Context: an optimization exercise on an open-source flow, tuned for small area, a short achievable clock period and few clock cycles per item. The choices shown serve that exercise and are no tape-out recipe.
Only simulation tests tie the RTL to the original design; equivalence was not proved.

File: flow/config.mk
export PLATFORM = sky130hd
export DESIGN_NAME = aes_8_bit
export DESIGN_NICKNAME = aes_8_bit
export VERILOG_FILES = /design/flow/design.v
export SDC_FILE = /design/flow/constraint.sdc
export NUM_CORES = 4
export LEC_CHECK = 0
export CAP_MARGIN = 20
export CORE_MARGIN = 2
export CORE_UTILIZATION = 55
export SETUP_SLACK_MARGIN = 4.3
export SLEW_MARGIN = 20
File: flow/constraint.sdc
create_clock -name core_clock -period 7.0 [get_ports {clk}]
set_input_delay 1.4000 -clock core_clock [delete_from_list [all_inputs] [get_ports {clk}]]
set_output_delay 1.4000 -clock core_clock [all_outputs]
set_load 0.01 [all_outputs]
File: flow/design.v
module aes_8_bit (rst, clk, key_in, d_in, d_out, d_vld);
    input rst, clk;
    input [7:0] key_in;
    input [7:0] d_in;
    output reg [7:0] d_out;
    output reg d_vld;
    reg [6:0] cnt;
    always @(posedge clk) begin
        if (rst) cnt <= 7'd0;
        else if (cnt != 7'd127) cnt <= cnt + 7'd1;
    end
    localparam CW = 44;
    localparam [CW-1:0] CW0 = 44'b10010000100001000010000000000000000000000001;
    wire [CW-1:0] nx;
    assign nx[0] = (cnt == 7'd0) | (cnt == 7'd1) | (cnt == 7'd2) | (cnt == 7'd3) | (cnt == 7'd4) | (cnt == 7'd5) | (cnt == 7'd6) | (cnt == 7'd7) | (cnt == 7'd8) | (cnt == 7'd9) | (cnt == 7'd10) | (cnt == 7'd11) | (cnt == 7'd12) | (cnt == 7'd13) | (cnt == 7'd14) | (cnt == 7'd15) | (cnt == 7'd16) | (cnt == 7'd17) | (cnt == 7'd18) | (cnt == 7'd19) | (cnt == 7'd20) | (cnt == 7'd21) | (cnt == 7'd22) | (cnt == 7'd23) | (cnt == 7'd24) | (cnt == 7'd25) | (cnt == 7'd26) | (cnt == 7'd27) | (cnt == 7'd28) | (cnt == 7'd29) | (cnt == 7'd30) | (cnt == 7'd31) | (cnt == 7'd32) | (cnt == 7'd33) | (cnt == 7'd34) | (cnt == 7'd35) | (cnt == 7'd36) | (cnt == 7'd37) | (cnt == 7'd38) | (cnt == 7'd39) | (cnt == 7'd40) | (cnt == 7'd41) | (cnt == 7'd42) | (cnt == 7'd43) | (cnt == 7'd44) | (cnt == 7'd45) | (cnt == 7'd46) | (cnt == 7'd47) | (cnt == 7'd48) | (cnt == 7'd49) | (cnt == 7'd50) | (cnt == 7'd51) | (cnt == 7'd52) | (cnt == 7'd53) | (cnt == 7'd54) | (cnt == 7'd55) | (cnt == 7'd56) | (cnt == 7'd57) | (cnt == 7'd58) | (cnt == 7'd59) | (cnt == 7'd60) | (cnt == 7'd61) | (cnt == 7'd62) | (cnt == 7'd63) | (cnt == 7'd64) | (cnt == 7'd65) | (cnt == 7'd66) | (cnt == 7'd67) | (cnt == 7'd68) | (cnt == 7'd69) | (cnt == 7'd70) | (cnt == 7'd71) | (cnt == 7'd72) | (cnt == 7'd73) | (cnt == 7'd74) | (cnt == 7'd78) | (cnt == 7'd82) | (cnt == 7'd86) | (cnt == 7'd90) | (cnt == 7'd91) | (cnt == 7'd92) | (cnt == 7'd93) | (cnt == 7'd94) | (cnt == 7'd95) | (cnt == 7'd96) | (cnt == 7'd97) | (cnt == 7'd98) | (cnt == 7'd99) | (cnt == 7'd100) | (cnt == 7'd101) | (cnt == 7'd102) | (cnt == 7'd103) | (cnt == 7'd104) | (cnt == 7'd105) | (cnt == 7'd106) | (cnt == 7'd107) | (cnt == 7'd108) | (cnt == 7'd109) | (cnt == 7'd110) | (cnt == 7'd111) | (cnt == 7'd112) | (cnt == 7'd113) | (cnt == 7'd114) | (cnt == 7'd115) | (cnt == 7'd116) | (cnt == 7'd117) | (cnt == 7'd118) | (cnt == 7'd119) | (cnt == 7'd120) | (cnt == 7'd121) | (cnt == 7'd122) | (cnt == 7'd123) | (cnt == 7'd124) | (cnt == 7'd125) | (cnt == 7'd126) | (cnt == 7'd127);
    assign nx[1] = (cnt == 7'd75) | (cnt == 7'd79) | (cnt == 7'd83) | (cnt == 7'd87);
    assign nx[2] = (cnt == 7'd76) | (cnt == 7'd80) | (cnt == 7'd84) | (cnt == 7'd88);
    assign nx[3] = (cnt == 7'd77) | (cnt == 7'd81) | (cnt == 7'd85) | (cnt == 7'd89);
    assign nx[4] = (cnt == 7'd74);
    assign nx[5] = (cnt == 7'd74) | (cnt == 7'd75) | (cnt == 7'd76) | (cnt == 7'd77) | (cnt == 7'd78) | (cnt == 7'd79) | (cnt == 7'd80) | (cnt == 7'd81) | (cnt == 7'd82) | (cnt == 7'd83) | (cnt == 7'd84) | (cnt == 7'd85) | (cnt == 7'd86) | (cnt == 7'd87) | (cnt == 7'd88) | (cnt == 7'd89);
    assign nx[6] = (cnt == 7'd1) | (cnt == 7'd5) | (cnt == 7'd9) | (cnt == 7'd13) | (cnt == 7'd25) | (cnt == 7'd26) | (cnt == 7'd27) | (cnt == 7'd28) | (cnt == 7'd31) | (cnt == 7'd32) | (cnt == 7'd33) | (cnt == 7'd34) | (cnt == 7'd37) | (cnt == 7'd38) | (cnt == 7'd39) | (cnt == 7'd40) | (cnt == 7'd43) | (cnt == 7'd44) | (cnt == 7'd45) | (cnt == 7'd46) | (cnt == 7'd49) | (cnt == 7'd50) | (cnt == 7'd51) | (cnt == 7'd52) | (cnt == 7'd55) | (cnt == 7'd56) | (cnt == 7'd57) | (cnt == 7'd58) | (cnt == 7'd61) | (cnt == 7'd62) | (cnt == 7'd63) | (cnt == 7'd64) | (cnt == 7'd67) | (cnt == 7'd68) | (cnt == 7'd69) | (cnt == 7'd70) | (cnt == 7'd73) | (cnt == 7'd74) | (cnt == 7'd75) | (cnt == 7'd76);
    assign nx[7] = (cnt == 7'd2) | (cnt == 7'd6) | (cnt == 7'd10) | (cnt == 7'd14) | (cnt == 7'd25) | (cnt == 7'd26) | (cnt == 7'd27) | (cnt == 7'd28) | (cnt == 7'd31) | (cnt == 7'd32) | (cnt == 7'd33) | (cnt == 7'd34) | (cnt == 7'd37) | (cnt == 7'd38) | (cnt == 7'd39) | (cnt == 7'd40) | (cnt == 7'd43) | (cnt == 7'd44) | (cnt == 7'd45) | (cnt == 7'd46) | (cnt == 7'd49) | (cnt == 7'd50) | (cnt == 7'd51) | (cnt == 7'd52) | (cnt == 7'd55) | (cnt == 7'd56) | (cnt == 7'd57) | (cnt == 7'd58) | (cnt == 7'd61) | (cnt == 7'd62) | (cnt == 7'd63) | (cnt == 7'd64) | (cnt == 7'd67) | (cnt == 7'd68) | (cnt == 7'd69) | (cnt == 7'd70) | (cnt == 7'd73) | (cnt == 7'd74) | (cnt == 7'd75) | (cnt == 7'd76);
    assign nx[8] = (cnt == 7'd3) | (cnt == 7'd7) | (cnt == 7'd11) | (cnt == 7'd15) | (cnt == 7'd25) | (cnt == 7'd26) | (cnt == 7'd27) | (cnt == 7'd28) | (cnt == 7'd31) | (cnt == 7'd32) | (cnt == 7'd33) | (cnt == 7'd34) | (cnt == 7'd37) | (cnt == 7'd38) | (cnt == 7'd39) | (cnt == 7'd40) | (cnt == 7'd43) | (cnt == 7'd44) | (cnt == 7'd45) | (cnt == 7'd46) | (cnt == 7'd49) | (cnt == 7'd50) | (cnt == 7'd51) | (cnt == 7'd52) | (cnt == 7'd55) | (cnt == 7'd56) | (cnt == 7'd57) | (cnt == 7'd58) | (cnt == 7'd61) | (cnt == 7'd62) | (cnt == 7'd63) | (cnt == 7'd64) | (cnt == 7'd67) | (cnt == 7'd68) | (cnt == 7'd69) | (cnt == 7'd70) | (cnt == 7'd73) | (cnt == 7'd74) | (cnt == 7'd75) | (cnt == 7'd76);
    assign nx[9] = (cnt == 7'd4) | (cnt == 7'd8) | (cnt == 7'd12) | (cnt == 7'd16) | (cnt == 7'd25) | (cnt == 7'd26) | (cnt == 7'd27) | (cnt == 7'd28) | (cnt == 7'd31) | (cnt == 7'd32) | (cnt == 7'd33) | (cnt == 7'd34) | (cnt == 7'd37) | (cnt == 7'd38) | (cnt == 7'd39) | (cnt == 7'd40) | (cnt == 7'd43) | (cnt == 7'd44) | (cnt == 7'd45) | (cnt == 7'd46) | (cnt == 7'd49) | (cnt == 7'd50) | (cnt == 7'd51) | (cnt == 7'd52) | (cnt == 7'd55) | (cnt == 7'd56) | (cnt == 7'd57) | (cnt == 7'd58) | (cnt == 7'd61) | (cnt == 7'd62) | (cnt == 7'd63) | (cnt == 7'd64) | (cnt == 7'd67) | (cnt == 7'd68) | (cnt == 7'd69) | (cnt == 7'd70) | (cnt == 7'd73) | (cnt == 7'd74) | (cnt == 7'd75) | (cnt == 7'd76);
    assign nx[10] = (cnt == 7'd1) | (cnt == 7'd2) | (cnt == 7'd3) | (cnt == 7'd4) | (cnt == 7'd25) | (cnt == 7'd31) | (cnt == 7'd37) | (cnt == 7'd43) | (cnt == 7'd49) | (cnt == 7'd55) | (cnt == 7'd61) | (cnt == 7'd67) | (cnt == 7'd73);
    assign nx[11] = (cnt == 7'd5) | (cnt == 7'd6) | (cnt == 7'd7) | (cnt == 7'd8) | (cnt == 7'd26) | (cnt == 7'd32) | (cnt == 7'd38) | (cnt == 7'd44) | (cnt == 7'd50) | (cnt == 7'd56) | (cnt == 7'd62) | (cnt == 7'd68) | (cnt == 7'd74);
    assign nx[12] = (cnt == 7'd9) | (cnt == 7'd10) | (cnt == 7'd11) | (cnt == 7'd12) | (cnt == 7'd27) | (cnt == 7'd33) | (cnt == 7'd39) | (cnt == 7'd45) | (cnt == 7'd51) | (cnt == 7'd57) | (cnt == 7'd63) | (cnt == 7'd69) | (cnt == 7'd75);
    assign nx[13] = (cnt == 7'd13) | (cnt == 7'd14) | (cnt == 7'd15) | (cnt == 7'd16) | (cnt == 7'd28) | (cnt == 7'd34) | (cnt == 7'd40) | (cnt == 7'd46) | (cnt == 7'd52) | (cnt == 7'd58) | (cnt == 7'd64) | (cnt == 7'd70) | (cnt == 7'd76);
    assign nx[14] = (cnt == 7'd17) | (cnt == 7'd18) | (cnt == 7'd19) | (cnt == 7'd20) | (cnt == 7'd65);
    assign nx[15] = (cnt == 7'd23) | (cnt == 7'd65) | (cnt == 7'd71);
    assign nx[16] = (cnt == 7'd29) | (cnt == 7'd71);
    assign nx[17] = (cnt == 7'd35) | (cnt == 7'd65);
    assign nx[18] = (cnt == 7'd41) | (cnt == 7'd65) | (cnt == 7'd71);
    assign nx[19] = (cnt == 7'd47) | (cnt == 7'd71);
    assign nx[20] = (cnt == 7'd53);
    assign nx[21] = (cnt == 7'd59);
    assign nx[22] = (cnt == 7'd77) | (cnt == 7'd81) | (cnt == 7'd85) | (cnt == 7'd89);
    assign nx[23] = (cnt == 7'd17) | (cnt == 7'd23) | (cnt == 7'd29) | (cnt == 7'd35) | (cnt == 7'd41) | (cnt == 7'd47) | (cnt == 7'd53) | (cnt == 7'd59) | (cnt == 7'd65) | (cnt == 7'd71);
    assign nx[24] = (cnt == 7'd17) | (cnt == 7'd18) | (cnt == 7'd19) | (cnt == 7'd20) | (cnt == 7'd23) | (cnt == 7'd24) | (cnt == 7'd25) | (cnt == 7'd26) | (cnt == 7'd29) | (cnt == 7'd30) | (cnt == 7'd31) | (cnt == 7'd32) | (cnt == 7'd35) | (cnt == 7'd36) | (cnt == 7'd37) | (cnt == 7'd38) | (cnt == 7'd41) | (cnt == 7'd42) | (cnt == 7'd43) | (cnt == 7'd44) | (cnt == 7'd47) | (cnt == 7'd48) | (cnt == 7'd49) | (cnt == 7'd50) | (cnt == 7'd53) | (cnt == 7'd54) | (cnt == 7'd55) | (cnt == 7'd56) | (cnt == 7'd59) | (cnt == 7'd60) | (cnt == 7'd61) | (cnt == 7'd62) | (cnt == 7'd65) | (cnt == 7'd66) | (cnt == 7'd67) | (cnt == 7'd68) | (cnt == 7'd71) | (cnt == 7'd72) | (cnt == 7'd73) | (cnt == 7'd74);
    assign nx[25] = (cnt == 7'd0) | (cnt == 7'd1) | (cnt == 7'd2) | (cnt == 7'd3) | (cnt == 7'd4) | (cnt == 7'd5) | (cnt == 7'd6) | (cnt == 7'd7) | (cnt == 7'd8) | (cnt == 7'd9) | (cnt == 7'd10) | (cnt == 7'd11) | (cnt == 7'd12) | (cnt == 7'd13) | (cnt == 7'd14) | (cnt == 7'd15) | (cnt == 7'd16) | (cnt == 7'd17) | (cnt == 7'd18) | (cnt == 7'd19) | (cnt == 7'd20) | (cnt == 7'd21) | (cnt == 7'd22) | (cnt == 7'd23) | (cnt == 7'd27) | (cnt == 7'd28) | (cnt == 7'd29) | (cnt == 7'd33) | (cnt == 7'd34) | (cnt == 7'd35) | (cnt == 7'd39) | (cnt == 7'd40) | (cnt == 7'd41) | (cnt == 7'd45) | (cnt == 7'd46) | (cnt == 7'd47) | (cnt == 7'd51) | (cnt == 7'd52) | (cnt == 7'd53) | (cnt == 7'd57) | (cnt == 7'd58) | (cnt == 7'd59) | (cnt == 7'd63) | (cnt == 7'd64) | (cnt == 7'd65) | (cnt == 7'd69) | (cnt == 7'd70) | (cnt == 7'd71) | (cnt == 7'd75) | (cnt == 7'd76) | (cnt == 7'd77) | (cnt == 7'd90) | (cnt == 7'd91) | (cnt == 7'd92) | (cnt == 7'd93) | (cnt == 7'd94) | (cnt == 7'd95) | (cnt == 7'd96) | (cnt == 7'd97) | (cnt == 7'd98) | (cnt == 7'd99) | (cnt == 7'd100) | (cnt == 7'd101) | (cnt == 7'd102) | (cnt == 7'd103) | (cnt == 7'd104) | (cnt == 7'd105) | (cnt == 7'd106) | (cnt == 7'd107) | (cnt == 7'd108) | (cnt == 7'd109) | (cnt == 7'd110) | (cnt == 7'd111) | (cnt == 7'd112) | (cnt == 7'd113) | (cnt == 7'd114) | (cnt == 7'd115) | (cnt == 7'd116) | (cnt == 7'd117) | (cnt == 7'd118) | (cnt == 7'd119) | (cnt == 7'd120) | (cnt == 7'd121) | (cnt == 7'd122) | (cnt == 7'd123) | (cnt == 7'd124) | (cnt == 7'd125) | (cnt == 7'd126) | (cnt == 7'd127);
    assign nx[26] = (cnt == 7'd24) | (cnt == 7'd30) | (cnt == 7'd36) | (cnt == 7'd42) | (cnt == 7'd48) | (cnt == 7'd54) | (cnt == 7'd60) | (cnt == 7'd66) | (cnt == 7'd72) | (cnt == 7'd78) | (cnt == 7'd79) | (cnt == 7'd80) | (cnt == 7'd81);
    assign nx[27] = (cnt == 7'd25) | (cnt == 7'd31) | (cnt == 7'd37) | (cnt == 7'd43) | (cnt == 7'd49) | (cnt == 7'd55) | (cnt == 7'd61) | (cnt == 7'd67) | (cnt == 7'd73) | (cnt == 7'd82) | (cnt == 7'd83) | (cnt == 7'd84) | (cnt == 7'd85);
    assign nx[28] = (cnt == 7'd26) | (cnt == 7'd32) | (cnt == 7'd38) | (cnt == 7'd44) | (cnt == 7'd50) | (cnt == 7'd56) | (cnt == 7'd62) | (cnt == 7'd68) | (cnt == 7'd74) | (cnt == 7'd86) | (cnt == 7'd87) | (cnt == 7'd88) | (cnt == 7'd89);
    assign nx[29] = (cnt == 7'd26) | (cnt == 7'd32) | (cnt == 7'd38) | (cnt == 7'd44) | (cnt == 7'd50) | (cnt == 7'd56) | (cnt == 7'd62) | (cnt == 7'd68) | (cnt == 7'd74) | (cnt == 7'd86) | (cnt == 7'd87) | (cnt == 7'd88) | (cnt == 7'd89);
    assign nx[30] = (cnt == 7'd0) | (cnt == 7'd1) | (cnt == 7'd2) | (cnt == 7'd3) | (cnt == 7'd4) | (cnt == 7'd5) | (cnt == 7'd6) | (cnt == 7'd7) | (cnt == 7'd8) | (cnt == 7'd9) | (cnt == 7'd10) | (cnt == 7'd11) | (cnt == 7'd12) | (cnt == 7'd13) | (cnt == 7'd14) | (cnt == 7'd15) | (cnt == 7'd16) | (cnt == 7'd17) | (cnt == 7'd18) | (cnt == 7'd19) | (cnt == 7'd20) | (cnt == 7'd21) | (cnt == 7'd22) | (cnt == 7'd23) | (cnt == 7'd27) | (cnt == 7'd28) | (cnt == 7'd29) | (cnt == 7'd33) | (cnt == 7'd34) | (cnt == 7'd35) | (cnt == 7'd39) | (cnt == 7'd40) | (cnt == 7'd41) | (cnt == 7'd45) | (cnt == 7'd46) | (cnt == 7'd47) | (cnt == 7'd51) | (cnt == 7'd52) | (cnt == 7'd53) | (cnt == 7'd57) | (cnt == 7'd58) | (cnt == 7'd59) | (cnt == 7'd63) | (cnt == 7'd64) | (cnt == 7'd65) | (cnt == 7'd69) | (cnt == 7'd70) | (cnt == 7'd71) | (cnt == 7'd75) | (cnt == 7'd76) | (cnt == 7'd77) | (cnt == 7'd90) | (cnt == 7'd91) | (cnt == 7'd92) | (cnt == 7'd93) | (cnt == 7'd94) | (cnt == 7'd95) | (cnt == 7'd96) | (cnt == 7'd97) | (cnt == 7'd98) | (cnt == 7'd99) | (cnt == 7'd100) | (cnt == 7'd101) | (cnt == 7'd102) | (cnt == 7'd103) | (cnt == 7'd104) | (cnt == 7'd105) | (cnt == 7'd106) | (cnt == 7'd107) | (cnt == 7'd108) | (cnt == 7'd109) | (cnt == 7'd110) | (cnt == 7'd111) | (cnt == 7'd112) | (cnt == 7'd113) | (cnt == 7'd114) | (cnt == 7'd115) | (cnt == 7'd116) | (cnt == 7'd117) | (cnt == 7'd118) | (cnt == 7'd119) | (cnt == 7'd120) | (cnt == 7'd121) | (cnt == 7'd122) | (cnt == 7'd123) | (cnt == 7'd124) | (cnt == 7'd125) | (cnt == 7'd126) | (cnt == 7'd127);
    assign nx[31] = (cnt == 7'd24) | (cnt == 7'd30) | (cnt == 7'd36) | (cnt == 7'd42) | (cnt == 7'd48) | (cnt == 7'd54) | (cnt == 7'd60) | (cnt == 7'd66) | (cnt == 7'd72) | (cnt == 7'd78) | (cnt == 7'd79) | (cnt == 7'd80) | (cnt == 7'd81);
    assign nx[32] = (cnt == 7'd25) | (cnt == 7'd31) | (cnt == 7'd37) | (cnt == 7'd43) | (cnt == 7'd49) | (cnt == 7'd55) | (cnt == 7'd61) | (cnt == 7'd67) | (cnt == 7'd73) | (cnt == 7'd82) | (cnt == 7'd83) | (cnt == 7'd84) | (cnt == 7'd85);
    assign nx[33] = (cnt == 7'd25) | (cnt == 7'd31) | (cnt == 7'd37) | (cnt == 7'd43) | (cnt == 7'd49) | (cnt == 7'd55) | (cnt == 7'd61) | (cnt == 7'd67) | (cnt == 7'd73) | (cnt == 7'd82) | (cnt == 7'd83) | (cnt == 7'd84) | (cnt == 7'd85);
    assign nx[34] = (cnt == 7'd26) | (cnt == 7'd32) | (cnt == 7'd38) | (cnt == 7'd44) | (cnt == 7'd50) | (cnt == 7'd56) | (cnt == 7'd62) | (cnt == 7'd68) | (cnt == 7'd74) | (cnt == 7'd86) | (cnt == 7'd87) | (cnt == 7'd88) | (cnt == 7'd89);
    assign nx[35] = (cnt == 7'd0) | (cnt == 7'd1) | (cnt == 7'd2) | (cnt == 7'd3) | (cnt == 7'd4) | (cnt == 7'd5) | (cnt == 7'd6) | (cnt == 7'd7) | (cnt == 7'd8) | (cnt == 7'd9) | (cnt == 7'd10) | (cnt == 7'd11) | (cnt == 7'd12) | (cnt == 7'd13) | (cnt == 7'd14) | (cnt == 7'd15) | (cnt == 7'd16) | (cnt == 7'd17) | (cnt == 7'd18) | (cnt == 7'd19) | (cnt == 7'd20) | (cnt == 7'd21) | (cnt == 7'd22) | (cnt == 7'd23) | (cnt == 7'd27) | (cnt == 7'd28) | (cnt == 7'd29) | (cnt == 7'd33) | (cnt == 7'd34) | (cnt == 7'd35) | (cnt == 7'd39) | (cnt == 7'd40) | (cnt == 7'd41) | (cnt == 7'd45) | (cnt == 7'd46) | (cnt == 7'd47) | (cnt == 7'd51) | (cnt == 7'd52) | (cnt == 7'd53) | (cnt == 7'd57) | (cnt == 7'd58) | (cnt == 7'd59) | (cnt == 7'd63) | (cnt == 7'd64) | (cnt == 7'd65) | (cnt == 7'd69) | (cnt == 7'd70) | (cnt == 7'd71) | (cnt == 7'd75) | (cnt == 7'd76) | (cnt == 7'd77) | (cnt == 7'd90) | (cnt == 7'd91) | (cnt == 7'd92) | (cnt == 7'd93) | (cnt == 7'd94) | (cnt == 7'd95) | (cnt == 7'd96) | (cnt == 7'd97) | (cnt == 7'd98) | (cnt == 7'd99) | (cnt == 7'd100) | (cnt == 7'd101) | (cnt == 7'd102) | (cnt == 7'd103) | (cnt == 7'd104) | (cnt == 7'd105) | (cnt == 7'd106) | (cnt == 7'd107) | (cnt == 7'd108) | (cnt == 7'd109) | (cnt == 7'd110) | (cnt == 7'd111) | (cnt == 7'd112) | (cnt == 7'd113) | (cnt == 7'd114) | (cnt == 7'd115) | (cnt == 7'd116) | (cnt == 7'd117) | (cnt == 7'd118) | (cnt == 7'd119) | (cnt == 7'd120) | (cnt == 7'd121) | (cnt == 7'd122) | (cnt == 7'd123) | (cnt == 7'd124) | (cnt == 7'd125) | (cnt == 7'd126) | (cnt == 7'd127);
    assign nx[36] = (cnt == 7'd24) | (cnt == 7'd30) | (cnt == 7'd36) | (cnt == 7'd42) | (cnt == 7'd48) | (cnt == 7'd54) | (cnt == 7'd60) | (cnt == 7'd66) | (cnt == 7'd72) | (cnt == 7'd78) | (cnt == 7'd79) | (cnt == 7'd80) | (cnt == 7'd81);
    assign nx[37] = (cnt == 7'd24) | (cnt == 7'd30) | (cnt == 7'd36) | (cnt == 7'd42) | (cnt == 7'd48) | (cnt == 7'd54) | (cnt == 7'd60) | (cnt == 7'd66) | (cnt == 7'd72) | (cnt == 7'd78) | (cnt == 7'd79) | (cnt == 7'd80) | (cnt == 7'd81);
    assign nx[38] = (cnt == 7'd25) | (cnt == 7'd31) | (cnt == 7'd37) | (cnt == 7'd43) | (cnt == 7'd49) | (cnt == 7'd55) | (cnt == 7'd61) | (cnt == 7'd67) | (cnt == 7'd73) | (cnt == 7'd82) | (cnt == 7'd83) | (cnt == 7'd84) | (cnt == 7'd85);
    assign nx[39] = (cnt == 7'd26) | (cnt == 7'd32) | (cnt == 7'd38) | (cnt == 7'd44) | (cnt == 7'd50) | (cnt == 7'd56) | (cnt == 7'd62) | (cnt == 7'd68) | (cnt == 7'd74) | (cnt == 7'd86) | (cnt == 7'd87) | (cnt == 7'd88) | (cnt == 7'd89);
    assign nx[40] = (cnt == 7'd0) | (cnt == 7'd1) | (cnt == 7'd2) | (cnt == 7'd3) | (cnt == 7'd4) | (cnt == 7'd5) | (cnt == 7'd6) | (cnt == 7'd7) | (cnt == 7'd8) | (cnt == 7'd9) | (cnt == 7'd10) | (cnt == 7'd11) | (cnt == 7'd12) | (cnt == 7'd13) | (cnt == 7'd14) | (cnt == 7'd15) | (cnt == 7'd16) | (cnt == 7'd17) | (cnt == 7'd18) | (cnt == 7'd19) | (cnt == 7'd20) | (cnt == 7'd21) | (cnt == 7'd22) | (cnt == 7'd23) | (cnt == 7'd27) | (cnt == 7'd28) | (cnt == 7'd29) | (cnt == 7'd33) | (cnt == 7'd34) | (cnt == 7'd35) | (cnt == 7'd39) | (cnt == 7'd40) | (cnt == 7'd41) | (cnt == 7'd45) | (cnt == 7'd46) | (cnt == 7'd47) | (cnt == 7'd51) | (cnt == 7'd52) | (cnt == 7'd53) | (cnt == 7'd57) | (cnt == 7'd58) | (cnt == 7'd59) | (cnt == 7'd63) | (cnt == 7'd64) | (cnt == 7'd65) | (cnt == 7'd69) | (cnt == 7'd70) | (cnt == 7'd71) | (cnt == 7'd75) | (cnt == 7'd76) | (cnt == 7'd77) | (cnt == 7'd90) | (cnt == 7'd91) | (cnt == 7'd92) | (cnt == 7'd93) | (cnt == 7'd94) | (cnt == 7'd95) | (cnt == 7'd96) | (cnt == 7'd97) | (cnt == 7'd98) | (cnt == 7'd99) | (cnt == 7'd100) | (cnt == 7'd101) | (cnt == 7'd102) | (cnt == 7'd103) | (cnt == 7'd104) | (cnt == 7'd105) | (cnt == 7'd106) | (cnt == 7'd107) | (cnt == 7'd108) | (cnt == 7'd109) | (cnt == 7'd110) | (cnt == 7'd111) | (cnt == 7'd112) | (cnt == 7'd113) | (cnt == 7'd114) | (cnt == 7'd115) | (cnt == 7'd116) | (cnt == 7'd117) | (cnt == 7'd118) | (cnt == 7'd119) | (cnt == 7'd120) | (cnt == 7'd121) | (cnt == 7'd122) | (cnt == 7'd123) | (cnt == 7'd124) | (cnt == 7'd125) | (cnt == 7'd126) | (cnt == 7'd127);
    assign nx[41] = (cnt == 7'd23) | (cnt == 7'd24) | (cnt == 7'd25) | (cnt == 7'd26) | (cnt == 7'd29) | (cnt == 7'd30) | (cnt == 7'd31) | (cnt == 7'd32) | (cnt == 7'd35) | (cnt == 7'd36) | (cnt == 7'd37) | (cnt == 7'd38) | (cnt == 7'd41) | (cnt == 7'd42) | (cnt == 7'd43) | (cnt == 7'd44) | (cnt == 7'd47) | (cnt == 7'd48) | (cnt == 7'd49) | (cnt == 7'd50) | (cnt == 7'd53) | (cnt == 7'd54) | (cnt == 7'd55) | (cnt == 7'd56) | (cnt == 7'd59) | (cnt == 7'd60) | (cnt == 7'd61) | (cnt == 7'd62) | (cnt == 7'd65) | (cnt == 7'd66) | (cnt == 7'd67) | (cnt == 7'd68) | (cnt == 7'd71) | (cnt == 7'd72) | (cnt == 7'd73) | (cnt == 7'd74);
    assign nx[42] = (cnt == 7'd15) | (cnt == 7'd21) | (cnt == 7'd27) | (cnt == 7'd33) | (cnt == 7'd39) | (cnt == 7'd45) | (cnt == 7'd51) | (cnt == 7'd57) | (cnt == 7'd63) | (cnt == 7'd69);
    assign nx[43] = (cnt == 7'd0) | (cnt == 7'd1) | (cnt == 7'd2) | (cnt == 7'd3) | (cnt == 7'd4) | (cnt == 7'd5) | (cnt == 7'd6) | (cnt == 7'd7) | (cnt == 7'd8) | (cnt == 7'd9) | (cnt == 7'd10) | (cnt == 7'd11) | (cnt == 7'd12) | (cnt == 7'd13) | (cnt == 7'd14);
    reg [CW-1:0] cw;
    always @(posedge clk) cw <= rst ? CW0 : nx;
    wire        ld      = cw[43];
    wire        p1_key  = cw[42];
    wire        p1_dat  = cw[41];
    wire [15:0] gsel    = cw[40:25];    
    wire        k_step  = cw[24];
    wire        k_step0 = cw[23];
    wire        k_rot   = cw[22];
    wire [7:0]  rcv     = cw[21:14];
    wire [3:0]  s_col   = cw[13:10];
    wire [3:0]  s_row   = cw[9:6];
    wire        outp    = cw[5];
    wire        first   = cw[4];        
    wire [3:0]  orow    = cw[3:0];      
    reg [7:0] S [0:3][0:3];    
    reg [31:0] K0, K1, K2, K3;  
    reg [31:0] P1;
    reg [47:0] P2;
    function [7:0] xt;
        input [7:0] b;
        xt = {b[6:0], 1'b0} ^ (b[7] ? 8'h1b : 8'h00);
    endfunction
    reg [7:0] spare;
    always @(posedge clk) spare <= S[1][0];
    function [7:0] sel4;
        input [3:0] s;
        input [7:0] a0, a1, a2, a3;
        sel4 = ({8{s[0]}} & a0) | ({8{s[1]}} & a1) | ({8{s[2]}} & a2) | ({8{s[3]}} & a3);
    endfunction
    wire [7:0] g0 = sel4(gsel[3:0],   S[0][0], S[0][1], S[0][2], S[0][3]);
    wire [7:0] g1 = sel4(gsel[7:4],   spare,   S[1][1], S[1][2], S[1][3]);
    wire [7:0] g2 = sel4(gsel[11:8],  S[2][0], S[2][1], S[2][2], S[2][3]);
    wire [7:0] g3 = sel4(gsel[15:12], S[3][0], S[3][1], S[3][2], S[3][3]);
    wire [7:0] mt = g0 ^ g1 ^ g2 ^ g3;
    wire [7:0] m0 = g0 ^ mt ^ xt(g0 ^ g1);
    wire [7:0] m1 = g1 ^ mt ^ xt(g1 ^ g2);
    wire [7:0] m2 = g2 ^ mt ^ xt(g2 ^ g3);
    wire [7:0] m3 = g3 ^ mt ^ xt(g3 ^ g0);
    wire [31:0] xr = {m0, m1, m2, m3} ^ K0;      
    wire [31:0] xo = {g0, g1, g2, g3} ^ K0;      
    wire [7:0] x0in = d_in ^ key_in;
    wire [31:0] p1_in = p1_dat ? xr :
                        p1_key ? {K3[23:16], K3[15:8], K3[7:0], K3[31:24]} :
                        {4{x0in}};
    wire [31:0] p1_lin;
    genvar l;
    generate
        for (l = 0; l < 4; l = l + 1) begin : lin
            sbox_lin u0 (p1_in[31-8*l -: 8], p1_lin[31-8*l -: 8]);
        end
    endgenerate
    always @(posedge clk) P1 <= p1_lin;
    wire [47:0] mid;
    wire [31:0] sb;
    generate
        for (l = 0; l < 4; l = l + 1) begin : lane
            sbox_s1 u1 (P1[31-8*l -: 8], mid[47-12*l -: 12]);
            sbox_s2 u2 (P2[47-12*l -: 12], sb[31-8*l -: 8]);
        end
    endgenerate
    always @(posedge clk) P2 <= mid;
    integer i, j;
    always @(posedge clk) begin
        for (i = 0; i < 4; i = i + 1)
            for (j = 0; j < 4; j = j + 1)
                if (s_row[i] & s_col[j]) S[i][j] <= sb[31-8*i -: 8];
    end
    wire [31:0] knew = K0 ^ (k_step0 ? (sb ^ {rcv, 24'h0}) : (k_rot ? 32'h0 : K3));
    always @(posedge clk) begin
        if (ld) begin
            case (cnt[1:0])
                2'd0: begin
                    if (cnt[3:2] != 2'd0) begin
                        K0 <= K1; K1 <= K2; K2 <= K3;
                    end
                    K3[31:24] <= key_in;
                end
                2'd1: K3[23:16] <= key_in;
                2'd2: K3[15:8] <= key_in;
                2'd3: K3[7:0] <= key_in;
            endcase
        end else if (k_step | k_rot) begin
            K0 <= K1; K1 <= K2; K2 <= K3; K3 <= knew;
        end
    end
    always @(posedge clk) begin
        d_out <= first ? (S[0][0] ^ K1[31:24])
                       : sel4(orow, xo[31:24], xo[23:16], xo[15:8], xo[7:0]);
        if (rst) d_vld <= 1'b0;
        else if (outp) d_vld <= 1'b1;
    end
endmodule
module GF_SQ_2 ( A, Q );
    input [1:0] A;
    output [1:0] Q;
    assign Q = { A[0], A[1] };
endmodule
module GF_MULS_2 ( A, ab, B, cd, Y );
    input [1:0] A;
    input ab;
    input [1:0] B;
    input cd;
    output [1:0] Y;
    wire abcd, p, q;
    assign abcd = ~(ab & cd);  
    assign p = (~(A[1] & B[1])) ^ abcd;
    assign q = (~(A[0] & B[0])) ^ abcd;
    assign Y = { p, q };
endmodule
module GF_MULS_SCL_2 ( A, ab, B, cd, Y );
    input [1:0] A;
    input ab;
    input [1:0] B;
    input cd;
    output [1:0] Y;
    wire t, p, q;
    assign t = ~(A[0] & B[0]);  
    assign p = (~(ab & cd)) ^ t;
    assign q = (~(A[1] & B[1])) ^ t;
    assign Y = { p, q };
endmodule
module GF_INV_4 ( X, Y );
input [3:0] X;
output [3:0] Y;
    wire [1:0] a, b, c, d, p, q;
    wire sa, sb, sd;  
    assign a = X[3:2];
    assign b = X[1:0];
    assign sa = a[1] ^ a[0];
    assign sb = b[1] ^ b[0];
    assign c = {  
    ~(a[1] | b[1]) ^ (~(sa & sb)) ,
    ~(sa | sb) ^ (~(a[0] & b[0])) };
    GF_SQ_2 dinv( c, d);
    assign sd = d[1] ^ d[0];
    GF_MULS_2 pmul(d, sd, b, sb, p);
    GF_MULS_2 qmul(d, sd, a, sa, q);
    assign Y = { p, q };
endmodule
module GF_MULS_4 ( A, a1, Al, Ah, aa, B, b1, Bl, Bh, bb, Q );
    input [3:0] A;
    input [1:0] a1;
    input Al;
    input Ah;
    input aa;
    input [3:0] B;
    input [1:0] b1;
    input Bl;
    input Bh;
    input bb;
    output [3:0] Q;
    wire [1:0] ph, pl, p;
    GF_MULS_2 himul(A[3:2], Ah, B[3:2], Bh, ph);
    GF_MULS_2 lomul(A[1:0], Al, B[1:0], Bl, pl);
    GF_MULS_SCL_2 summul( a1, aa, b1, bb, p);
    assign Q = { (ph ^ p), (pl ^ p) };
endmodule
module GF_INV_8 ( X, Y );
    input [7:0] X;
    output [7:0] Y;
    wire [3:0] a, b, c, d, p, q;
    wire [1:0] sa, sb, sd;  
    wire al, ah, aa, bl, bh, bb, dl, dh, dd;  
    wire c1, c2, c3;  
    assign a = X[7:4];
    assign b = X[3:0];
    assign sa = a[3:2] ^ a[1:0];
    assign sb = b[3:2] ^ b[1:0];
    assign al = a[1] ^ a[0];
    assign ah = a[3] ^ a[2];
    assign aa = sa[1] ^ sa[0];
    assign bl = b[1] ^ b[0];
    assign bh = b[3] ^ b[2];
    assign bb = sb[1] ^ sb[0];
    assign c1 = ~(ah & bh);
    assign c2 = ~(sa[0] & sb[0]);
    assign c3 = ~(aa & bb);
    assign c = { 
    (~(sa[0] | sb[0]) ^ (~(a[3] & b[3]))) ^ c1 ^ c3 ,
    (~(sa[1] | sb[1]) ^ (~(a[2] & b[2]))) ^ c1 ^ c2 ,
    (~(al | bl) ^ (~(a[1] & b[1]))) ^ c2 ^ c3 ,
    (~(a[0] | b[0]) ^ (~(al & bl))) ^ (~(sa[1] & sb[1])) ^ c2 };
    GF_INV_4 dinv( c, d);
    assign sd = d[3:2] ^ d[1:0];
    assign dl = d[1] ^ d[0];
    assign dh = d[3] ^ d[2];
    assign dd = sd[1] ^ sd[0];
    GF_MULS_4 pmul(d, sd, dl, dh, dd, b, sb, bl, bh, bb, p);
    GF_MULS_4 qmul(d, sd, dl, dh, dd, a, sa, al, ah, aa, q);
    assign Y = { p, q };
endmodule
module bSbox ( A, Q );
    input [7:0] A;
    output [7:0] Q;
    wire [7:0] B, C;
    wire R1, R2, R3, R4, R5, R6, R7, R8, R9;
    wire T1, T2, T3, T4, T5, T6, T7, T8, T9;
    assign R1 = A[7] ^ A[5] ;
    assign R2 = A[7] ^ A[4] ;
    assign R3 = A[6] ^ A[0] ;
    assign R4 = A[5] ^ R3 ;
    assign R5 = A[4] ^ R4 ;
    assign R6 = A[3] ^ A[0] ;
    assign R7 = A[2] ^ R1 ;
    assign R8 = A[1] ^ R3 ;
    assign R9 = A[3] ^ R8 ;
    assign B[7] = R7 ^ R8 ;
    assign B[6] = R5 ;
    assign B[5] = A[1] ^ R4 ;
    assign B[4] = R1 ^ R3 ;
    assign B[3] = A[1] ^ R2 ^ R6 ;
    assign B[2] = A[0] ;
    assign B[1] = R4 ;
    assign B[0] = A[2] ^ R9 ;
    GF_INV_8 inv( B, C );
    assign T1 = C[7] ^ C[3] ;
    assign T2 = C[6] ^ C[4] ;
    assign T3 = C[6] ^ C[0] ;
    assign T4 = C[5] ^ C[3] ;
    assign T5 = C[5] ^ T1 ;
    assign T6 = C[5] ^ C[1] ;
    assign T7 = C[4] ^ T6 ;
    assign T8 = C[2] ^ T4 ;
    assign T9 = C[1] ^ T2 ;
    assign Q[7] = T4 ;
    assign Q[6] = ~T1 ;
    assign Q[5] = ~T3 ;
    assign Q[4] = T5 ;
    assign Q[3] = T2 ^ T5 ;
    assign Q[2] = T3 ^ T8 ;
    assign Q[1] = ~T7 ;
    assign Q[0] = ~T9 ;
endmodule
module sbox_lin ( A, B );
    input [7:0] A;
    output [7:0] B;
    wire R1, R2, R3, R4, R5, R6, R7, R8, R9;
    assign R1 = A[7] ^ A[5] ;
    assign R2 = A[7] ^ A[4] ;
    assign R3 = A[6] ^ A[0] ;
    assign R4 = A[5] ^ R3 ;
    assign R5 = A[4] ^ R4 ;
    assign R6 = A[3] ^ A[0] ;
    assign R7 = A[2] ^ R1 ;
    assign R8 = A[1] ^ R3 ;
    assign R9 = A[3] ^ R8 ;
    assign B[7] = R7 ^ R8 ;
    assign B[6] = R5 ;
    assign B[5] = A[1] ^ R4 ;
    assign B[4] = R1 ^ R3 ;
    assign B[3] = A[1] ^ R2 ^ R6 ;
    assign B[2] = A[0] ;
    assign B[1] = R4 ;
    assign B[0] = A[2] ^ R9 ;
endmodule
module sbox_s1 ( B, M );
    input [7:0] B;
    output [11:0] M;  
    wire [3:0] a, b, c, d;
    wire [1:0] sa, sb;
    wire al, ah, aa, bl, bh, bb, c1, c2, c3;
    assign a = B[7:4];
    assign b = B[3:0];
    assign sa = a[3:2] ^ a[1:0];
    assign sb = b[3:2] ^ b[1:0];
    assign al = a[1] ^ a[0];
    assign ah = a[3] ^ a[2];
    assign aa = sa[1] ^ sa[0];
    assign bl = b[1] ^ b[0];
    assign bh = b[3] ^ b[2];
    assign bb = sb[1] ^ sb[0];
    assign c1 = ~(ah & bh);
    assign c2 = ~(sa[0] & sb[0]);
    assign c3 = ~(aa & bb);
    assign c = {
    (~(sa[0] | sb[0]) ^ (~(a[3] & b[3]))) ^ c1 ^ c3 ,
    (~(sa[1] | sb[1]) ^ (~(a[2] & b[2]))) ^ c1 ^ c2 ,
    (~(al | bl) ^ (~(a[1] & b[1]))) ^ c2 ^ c3 ,
    (~(a[0] | b[0]) ^ (~(al & bl))) ^ (~(sa[1] & sb[1])) ^ c2 };
    GF_INV_4 dinv( c, d);
    assign M = {d, a, b};
endmodule
module sbox_s2 ( M, Q );
    input [11:0] M;
    output [7:0] Q;
    wire [3:0] a, b, d, p, q;
    wire [1:0] sa, sb, sd;
    wire al, ah, aa, bl, bh, bb, dl, dh, dd;
    wire [7:0] C;
    wire T1, T2, T3, T4, T5, T6, T7, T8, T9;
    assign d = M[11:8];
    assign a = M[7:4];
    assign b = M[3:0];
    assign sa = a[3:2] ^ a[1:0];
    assign sb = b[3:2] ^ b[1:0];
    assign al = a[1] ^ a[0];
    assign ah = a[3] ^ a[2];
    assign aa = sa[1] ^ sa[0];
    assign bl = b[1] ^ b[0];
    assign bh = b[3] ^ b[2];
    assign bb = sb[1] ^ sb[0];
    assign sd = d[3:2] ^ d[1:0];
    assign dl = d[1] ^ d[0];
    assign dh = d[3] ^ d[2];
    assign dd = sd[1] ^ sd[0];
    GF_MULS_4 pmul(d, sd, dl, dh, dd, b, sb, bl, bh, bb, p);
    GF_MULS_4 qmul(d, sd, dl, dh, dd, a, sa, al, ah, aa, q);
    assign C = { p, q };
    assign T1 = C[7] ^ C[3] ;
    assign T2 = C[6] ^ C[4] ;
    assign T3 = C[6] ^ C[0] ;
    assign T4 = C[5] ^ C[3] ;
    assign T5 = C[5] ^ T1 ;
    assign T6 = C[5] ^ C[1] ;
    assign T7 = C[4] ^ T6 ;
    assign T8 = C[2] ^ T4 ;
    assign T9 = C[1] ^ T2 ;
    assign Q[7] = T4 ;
    assign Q[6] = ~T1 ;
    assign Q[5] = ~T3 ;
    assign Q[4] = T5 ;
    assign Q[3] = T2 ^ T5 ;
    assign Q[2] = T3 ^ T8 ;
    assign Q[1] = ~T7 ;
    assign Q[0] = ~T9 ;
endmodule
File: flow/run.sh
#!/bin/bash
# synth_recipe.tcl (not shown) runs the flow's synth.tcl, then flattens the netlist and writes it again
# the make line also repeats each setting of config.mk as NAME=value (left out here)
make -C /OpenROAD-flow-scripts/flow DESIGN_CONFIG=/design/flow/config.mk WORK_HOME=/design/flow/orfs CLKGATE_MAP_FILE= SYNTH_SCRIPT=/design/flow/synth_recipe.tcl finish
==> run summary <==
- Initial Util: 55.5%
- Die H: 204 um
- Layout cells sized above 1: 27.3%
- Final nets: 2136
- Die Wd: 204 um
- Max-cap violation count: 0
- Total CTS buffers: 43
- Critical path arrival: 3.26 ns
- Vias in the first global route: 15.0k
- First-pass GRT wire length: 92.4 mm
- DR WL/cell: 24.0 um
- Vias per inst: 5.93
- Clk buf depth: 3
- CP most frequent cell: xnor2_1
- Worst Setup End Kind: flip-flop
- Status: finished clean
- DRT Wirelength: 64.1 mm
- Worst relative slew slack: 24.5%
- Cells after Synth: 2002
- Sequential element share of the synthesized area: 47.3%
- Syn Nets: 2024
- Async S/R FF share, synth: 0%
- Hold Vio Cnt, Final: 0
- I/O pin cnt: 27
- Crit Path Class: flip-flop to flip-flop
- Clock latency (worst-skew pair): 0.58 ns
- Tightest Pin Transition: 1.13 ns
- Startpoint type of the worst setup path: flip-flop
- IO buf count: 26
- Clock slew at reported path FFs: 0.06 ns
- R2R Setup Slk: 4.20 ns
- Core area: 39500 um2
- FF/Latch Area: 10500 um2
- TritonRoute pass-1 iters: 5
- Post-route clock period utilization: 40.0%
- Routed vias: 15.8k
- Grt ovf: 0
- Placed cell count: 2452
- Clk sinks: 391
- Post-synth top flop: edfxtp_1
- DPL Wire Length: 42.3 mm
- Cell Count, Final, Fillers Out: 2674
- CTS tree: built
- Routability cong.: 0.940
- Synthesis-to-finish area growth: 22.8%
- Most frequent cell after synthesis: edfxtp_1
- DR iter-0 viols: 1555
- RSZ-0062 raised after global routing: yes
- Multi-input combinational cell area: 12400 um2
- Post-synth top cells: 256 x edfxtp_1, 237 x xnor2_1, 162 x xor2_1
- Dominant cell type by area after synthesis: edfxtp_1
- HP Class: flip-flop to flip-flop
- Post-synth EDFFs: 256
- Cell Rows: 73
- FILL cells: 2919
- CP max-delay cell: dfxtp_4
- Total track usage: 29.7%
- Distinct cells, synth: 80
- Crit path max fanout: 9
- Post-route ant nets: 0
- Worst Path Required: 7.46 ns
- Achievable frequency: 358 MHz
- Die footprint: 41500 um2
- Final core utilization: 68.2%
- Design Area, Final: 27000 um2
- Synth top area share: 35.0%
- Warnings from Yosys: 2
- Post-Syn Area: 22000 um2
- DRC viols: 0
- Total negative slack: 0 ns
- H-tree levels: 2
- #FFs+latches synth: 391
- Dpl cell area: 22500 um2
- Largest net degree at the start of global routing: 60
- Endpoints failing setup: 0
- Root buffer cell: clkbuf_16
- Post-layout min period: 2.80 ns
- Top cells by area, synth: edfxtp_1 35%, dfxtp_1 12%, xnor2_1 9.5%
- Cell Chain, Critical Path: clkbuf_16 > buf_8 > a22oi_1 > nand2_2 > xnor2_4 > xnor2_1 > xnor2_1 > a21oi_2 > xor2_1 > xnor3_1
- Syn Area/Cell: 11.0 um2
- Post-CTS Hold Buffers: 0
- Initial antenna violation count: 4
- Slew Viols, Final: 0
- CP peak stage delay: 0.38 ns
- Max Clock Skew: 0.0199 ns
final cells by class:
| cell class | instances | share of cell area (%) |
|---|---|---|
| clock buffers | 61 | 4.62 |
| well taps | 525 | 2.44 |
| diodes | 1 | 0.00928 |
| inverters | 68 | 0.969 |
| multi-input cells | 1424 | 46.1 |
| flip-flops and latches | 391 | 38.9 |
| repair buffers | 186 | 6.23 |
| clock inverters | 18 | 0.770 |
placed cells by master, fill, tap and decap left out, types with 15 or more instances in the layout:
master	instances
xnor3_1	20
xnor2_4	39
xnor2_1	170
nor2b_1	16
xor2_1	137
nor3_1	46
dfxtp_1	96
xnor2_2	49
buf_4	132
a22oi_1	78
inv_1	62
edfxtp_1	256
o22ai_1	23
a22o_1	20
nor2_1	123
dfxtp_2	18
mux2i_1	28
and2_1	16
a22oi_2	35
xor2_2	21
clkbuf_16	49
dlygate4sd2_1	15
nand2_1	99
a21oi_2	30
a21oi_1	94
nand2_2	21
dfxtp_4	21
mux2_2	31
nand2b_1	22
o21ai_0	93
registers in the layout, indices dropped and copies added (netlist names):
signal / count
K0: 32
cnt: 7
P1: 32
d_out: 8
K3: 32
S: 128
K1: 32
P2: 48
K2: 32
spare: 8
cw: 31
d_vld: 1
critical path: cells and delay by family, from the launching register on:
kind,cells,cell delay [ns]
XOR/XNOR,5,1.23
AO/OA/AOI/OAI,2,0.47
flip-flops,1,0.38
buffers and inverters,2,0.37
AND/OR/NAND/NOR,1,0.24
routing by layer:
layer / part of all wire (%) / GRT usage (%) / vias up
li1: - / - / 7353
met1: 44 / 42.3 / 7827
met2: 47 / 47.5 / 542
met3: 6.5 / 3.20 / 124
met4: 3.3 / 9.98 / 0
met5: 0 / 0 / -
cells by family after synthesis:
family / Yosys count / share of synthesized area (%)
and+or+nand+nor: 420 / 8.98
xor gates and xnor gates: 463 / 22.2
adders and majority gates: 4 / 0.228
muxes: 66 / 3.29
buffers and inverters: 187 / 3.70
AOI/OAI and AO/OA: 471 / 14.3
DFF: 391 / 47.3
metrics by stage:
stage / hold slack, ns / setup WS [ns]
2_1_floorplan: 0.323 / 4.16
3_3_place_gp: 0.325 / 3.41
3_5_place_dp: 0.327 / 3.36
4_1_cts: 0.340 / 4.20
5_1_grt: 0.344 / 4.15
6_report: 0.338 / 4.20
repair_timing:
item,CTS,global route
gates cloned,1,4
resized for setup,213,167
pin swaps,66,98
setup endpoints to repair,165,119
hold endpoints to repair,0,0
setup buffers,78,59
path summary, 6_finish.rpt:
check / endpoint / start / cells after the start
max: P1[19] / cw[37] / 10
min: spare[1] / S[4][1] / 0
max reg2reg: P1[19] / cw[37] / 10
min reg2reg: spare[1] / S[4][1] / 0
Testbench counts, summed over its fixed seeds: cycles 47,104, blocks 512.

## port drivers added, routing unchanged
The results above use ideal ports. As a check the final layout listed here was re-extracted and re-timed, cells and wires unchanged.
Step 1: set_driving_cell puts a clkbuf_16 on clk and a buf_2 on each other input, an assumption about the parent block.
Step 2 moves the port delays by t, midway between the first and last clock arrival at a register: inputs arrive t later, outputs are due t later. That takes back most of the time a late clock gives input paths.
Slacks: ideal / step 1 / step 2; pairs: ideal / step 1.
t, ns: 0.625
slack for setup (ns): 4.203 / 4.203 / 3.693
hold slack, ns: 0.338 / 0.338 / 0.338
worst register clock-pin slew, ns: 0.07 / 0.07
cell pins on the clock port's net: 1
After both steps this run still meets setup and hold. The setup slack of this run moves by 0.000 ns with the drivers and by -0.510 ns with both steps.
